Background: an optimization exercise with open tools, aiming at small area and a short achievable clock period. Do not read the settings as production practice. RTL that was checked went through simulation tests only; none was proved equivalent to the original.

==> flow/design.v <==
module alu(
		input  FPUCLK,
		input  [31:0] A, B,
		input  [2:0]  CTRL,
		output [31:0] OUT
	);
	wire        v_in = (CTRL[2:1] == 2'b00);
	wire [31:0] ca = {A[30:0], 1'b0}, cb = {B[30:0], 1'b0};
	wire [31:0] cg0 = ca & ~cb, cl0 = ~ca & cb;
	wire [15:0] cg1, cl1;
	wire [7:0]  cg2, cl2;
	wire [3:0]  cg3, cl3;
	wire [1:0]  cg4, cl4;
	genvar ci;
	generate
		for (ci = 0; ci < 16; ci = ci + 1) begin : c1
			assign cg1[ci] = cg0[2*ci+1] | (~cl0[2*ci+1] & cg0[2*ci]);
			assign cl1[ci] = cl0[2*ci+1] | (~cg0[2*ci+1] & cl0[2*ci]);
		end
		for (ci = 0; ci < 8; ci = ci + 1) begin : c2
			assign cg2[ci] = cg1[2*ci+1] | (~cl1[2*ci+1] & cg1[2*ci]);
			assign cl2[ci] = cl1[2*ci+1] | (~cg1[2*ci+1] & cl1[2*ci]);
		end
		for (ci = 0; ci < 4; ci = ci + 1) begin : c3
			assign cg3[ci] = cg2[2*ci+1] | (~cl2[2*ci+1] & cg2[2*ci]);
			assign cl3[ci] = cl2[2*ci+1] | (~cg2[2*ci+1] & cl2[2*ci]);
		end
		for (ci = 0; ci < 2; ci = ci + 1) begin : c4
			assign cg4[ci] = cg3[2*ci+1] | (~cl3[2*ci+1] & cg3[2*ci]);
			assign cl4[ci] = cl3[2*ci+1] | (~cg3[2*ci+1] & cl3[2*ci]);
		end
	endgenerate
	wire        agb  = ~(cl4[1] | (~cg4[1] & cl4[0]));	 
	wire        ageb = ~cl3[3];					 
	wire [7:0]  dab  = A[30:23] - B[30:23];
	wire [7:0]  dba  = B[30:23] - A[30:23];
	wire [7:0]  d    = ageb ? dab : dba;
	wire [4:0]  d5   = (d[7:5] != 3'b000) ? 5'd31 : d[4:0];
	reg  [22:0] ma0, mb0;
	reg  [7:0]  e0;
	reg  [4:0]  d0;
	reg         sa0, sb0, agb0, nagb0, v0;
	always @(posedge FPUCLK) begin
		ma0  <= A[22:0];
		mb0  <= B[22:0];
		e0   <= ageb ? A[30:23] : B[30:23];
		d0   <= d5;
		sa0  <= A[31];
		sb0  <= B[31] ^ CTRL[0];		 
		agb0 <= agb;
		nagb0 <= ~agb;			 
		v0   <= v_in;
	end
	wire [22:0] x1  = agb0 ? ma0 : mb0;	 
	wire [22:0] y1  = nagb0 ? ma0 : mb0;	 
	wire        sub = sa0 ^ sb0;
	wire [23:0] ys1 = {1'b1, y1} >> d0;
	reg  [22:0] xm1;
	reg  [23:0] ym1;
	reg  [7:0]  e1;
	reg         s1, sub1, v1;
	always @(posedge FPUCLK) begin
		xm1  <= x1;
		ym1  <= ys1 ^ {24{sub}};
		e1   <= e0;
		s1   <= agb0 ? sa0 : sb0;
		sub1 <= sub;
		v1   <= v0;
	end
	wire [25:0] sum2 = {2'b01, xm1, 1'b1} + {1'b0, ym1, sub1};
	wire [24:0] r2   = {sum2[25] & ~sub1, sum2[24:1]};
	reg  [24:0] r2q;
	reg  [7:0]  e2;
	reg         s2, v2;
	always @(posedge FPUCLK) begin
		r2q <= r2;
		e2  <= e1 + 8'd2;			 
		s2  <= s1;
		v2  <= v1;
	end
	wire [31:0] lz_in = {r2q, 7'b0};
	wire [15:0] v_1;  wire [15:0] p_1;
	wire [7:0]  v_2;  wire [15:0] p_2;
	wire [3:0]  v_4;  wire [11:0] p_4;
	wire [1:0]  v_8;  wire [7:0]  p_8;
	wire [4:0]  n3;
	genvar gi;
	generate
		for (gi = 0; gi < 16; gi = gi + 1) begin : l1
			assign v_1[gi] = lz_in[2*gi+1] | lz_in[2*gi];
			assign p_1[gi] = ~lz_in[2*gi+1];
		end
		for (gi = 0; gi < 8; gi = gi + 1) begin : l2
			assign v_2[gi] = v_1[2*gi+1] | v_1[2*gi];
			assign p_2[2*gi+1:2*gi] = v_1[2*gi+1] ? {1'b0, p_1[2*gi+1]} : {1'b1, p_1[2*gi]};
		end
		for (gi = 0; gi < 4; gi = gi + 1) begin : l4
			assign v_4[gi] = v_2[2*gi+1] | v_2[2*gi];
			assign p_4[3*gi+2:3*gi] = v_2[2*gi+1] ? {1'b0, p_2[4*gi+3:4*gi+2]} : {1'b1, p_2[4*gi+1:4*gi]};
		end
		for (gi = 0; gi < 2; gi = gi + 1) begin : l8
			assign v_8[gi] = v_4[2*gi+1] | v_4[2*gi];
			assign p_8[4*gi+3:4*gi] = v_4[2*gi+1] ? {1'b0, p_4[6*gi+5:6*gi+3]} : {1'b1, p_4[6*gi+2:6*gi]};
		end
	endgenerate
	assign n3 = v_8[1] ? {1'b0, p_8[7:4]} : {1'b1, p_8[3:0]};
	wire [24:0] t16 = n3[4] ? {r2q[8:0], 16'b0} : r2q;
	wire [24:0] t8  = n3[3] ? {t16[16:0], 8'b0} : t16;
	wire [24:0] t4  = n3[2] ? {t8[20:0], 4'b0}  : t8;
	wire [24:0] t2  = n3[1] ? {t4[22:0], 2'b0}  : t4;
	wire [24:0] t1  = n3[0] ? {t2[23:0], 1'b0}  : t2;
	wire [7:0]  e3  = e2 + {3'b111, ~n3};
	wire        zero = ~(v_8[1] | v_8[0]);		 
	reg  [31:0] res3;
	reg         z3;
	always @(posedge FPUCLK) begin
		if (v2) begin
			res3 <= {s2, e3, t1[23:1]};
			z3   <= zero;
		end
	end
	assign OUT = {res3[31:23] & {9{~z3}}, res3[22:0]};
endmodule
export LEC_CHECK = 0
export ABC_AREA = 1
export CAP_MARGIN = 20
export CORE_MARGIN = 2
export CORE_UTILIZATION = 40
export SETUP_SLACK_MARGIN = 3.1
export SLEW_MARGIN = 20
create_clock -name core_clock -period 5.5 [get_ports {FPUCLK}]
standard.sh (not shown) runs the stock make flow with config.mk's settings and CLKGATE_MAP_FILE= SYNTH_SCRIPT=/design/flow/synth_recipe.tcl, a recipe that flattens the netlist after the stock synthesis.
==> flow/flow/run.sh <==
#!/bin/bash
set -euo pipefail
bash standard.sh \
  "BUFFER_PORTS_ARGS=-buffer_cell sky130_fd_sc_hd__buf_2" \
  finish > make_finish.log 2>&1
Rerun with:
--- a/flow/design.v
+++ b/flow/design.v
@@ -1,9 +1,9 @@
 module alu(
 		input  FPUCLK,
 		input  [31:0] A, B,
 		input  [2:0]  CTRL,
-		output [31:0] OUT
+		output reg [31:0] OUT
 	);
 	wire        v_in = (CTRL[2:1] == 2'b00);
 	wire [31:0] ca = {A[30:0], 1'b0}, cb = {B[30:0], 1'b0};
 	wire [31:0] cg0 = ca & ~cb, cl0 = ~ca & cb;
@@ -110,14 +110,9 @@
 	wire [24:0] t2  = n3[1] ? {t4[22:0], 2'b0}  : t4;
 	wire [24:0] t1  = n3[0] ? {t2[23:0], 1'b0}  : t2;
 	wire [7:0]  e3  = e2 + {3'b111, ~n3};
 	wire        zero = ~(v_8[1] | v_8[0]);		 
-	reg  [31:0] res3;
-	reg         z3;
 	always @(posedge FPUCLK) begin
-		if (v2) begin
-			res3 <= {s2, e3, t1[23:1]};
-			z3   <= zero;
-		end
+		if (v2)
+			OUT <= {s2 & ~zero, e3 & {8{~zero}}, t1[23:1]};
 	end
-	assign OUT = {res3[31:23] & {9{~z3}}, res3[22:0]};
 endmodule
Effect: The new run produced a clean layout; cell count is about the same; worst setup slack got worse by 180 ps; core utilization went up by 1.0 points; die area went down by 0.61%; clock skew went up by 4.4 ps; cell area went up by 1.9%.
Function not checked in the second run of this note: the RTL went through the layout flow alone.

[re-timing with driven ports]
No port has a modelled driver above. Below, the same layouts with a new extraction and two added sets of constraints. Step 1, drivers: a clkbuf_16 drives FPUCLK and a buf_2 each remaining input, both assumed. Step 2 also shifts input and output timing later by t, the mid clock arrival at the registers, as if the neighbouring blocks saw the same clock. a / b / c = ideal / step 1 / step 2; a / b = the first two.
run | t, ns | setup slack, ns | hold slack, ns | latest minus earliest clock arrival (ns) | pins driven straight from the clock port
the first run | 0.476 | 3.158 / 3.112 / 2.752 | 0.327 / 0.327 / 0.327 | 0.014 / 0.014 | 1
the second run | 0.478 | 2.976 / 2.976 / 2.743 | 0.324 / 0.324 / 0.324 | 0.019 / 0.019 | 1
After both steps setup and hold are still met in every run listed. For the first run, which loses most, drivers alone change the setup slack by -0.046 ns; drivers and shift together by -0.406 ns.
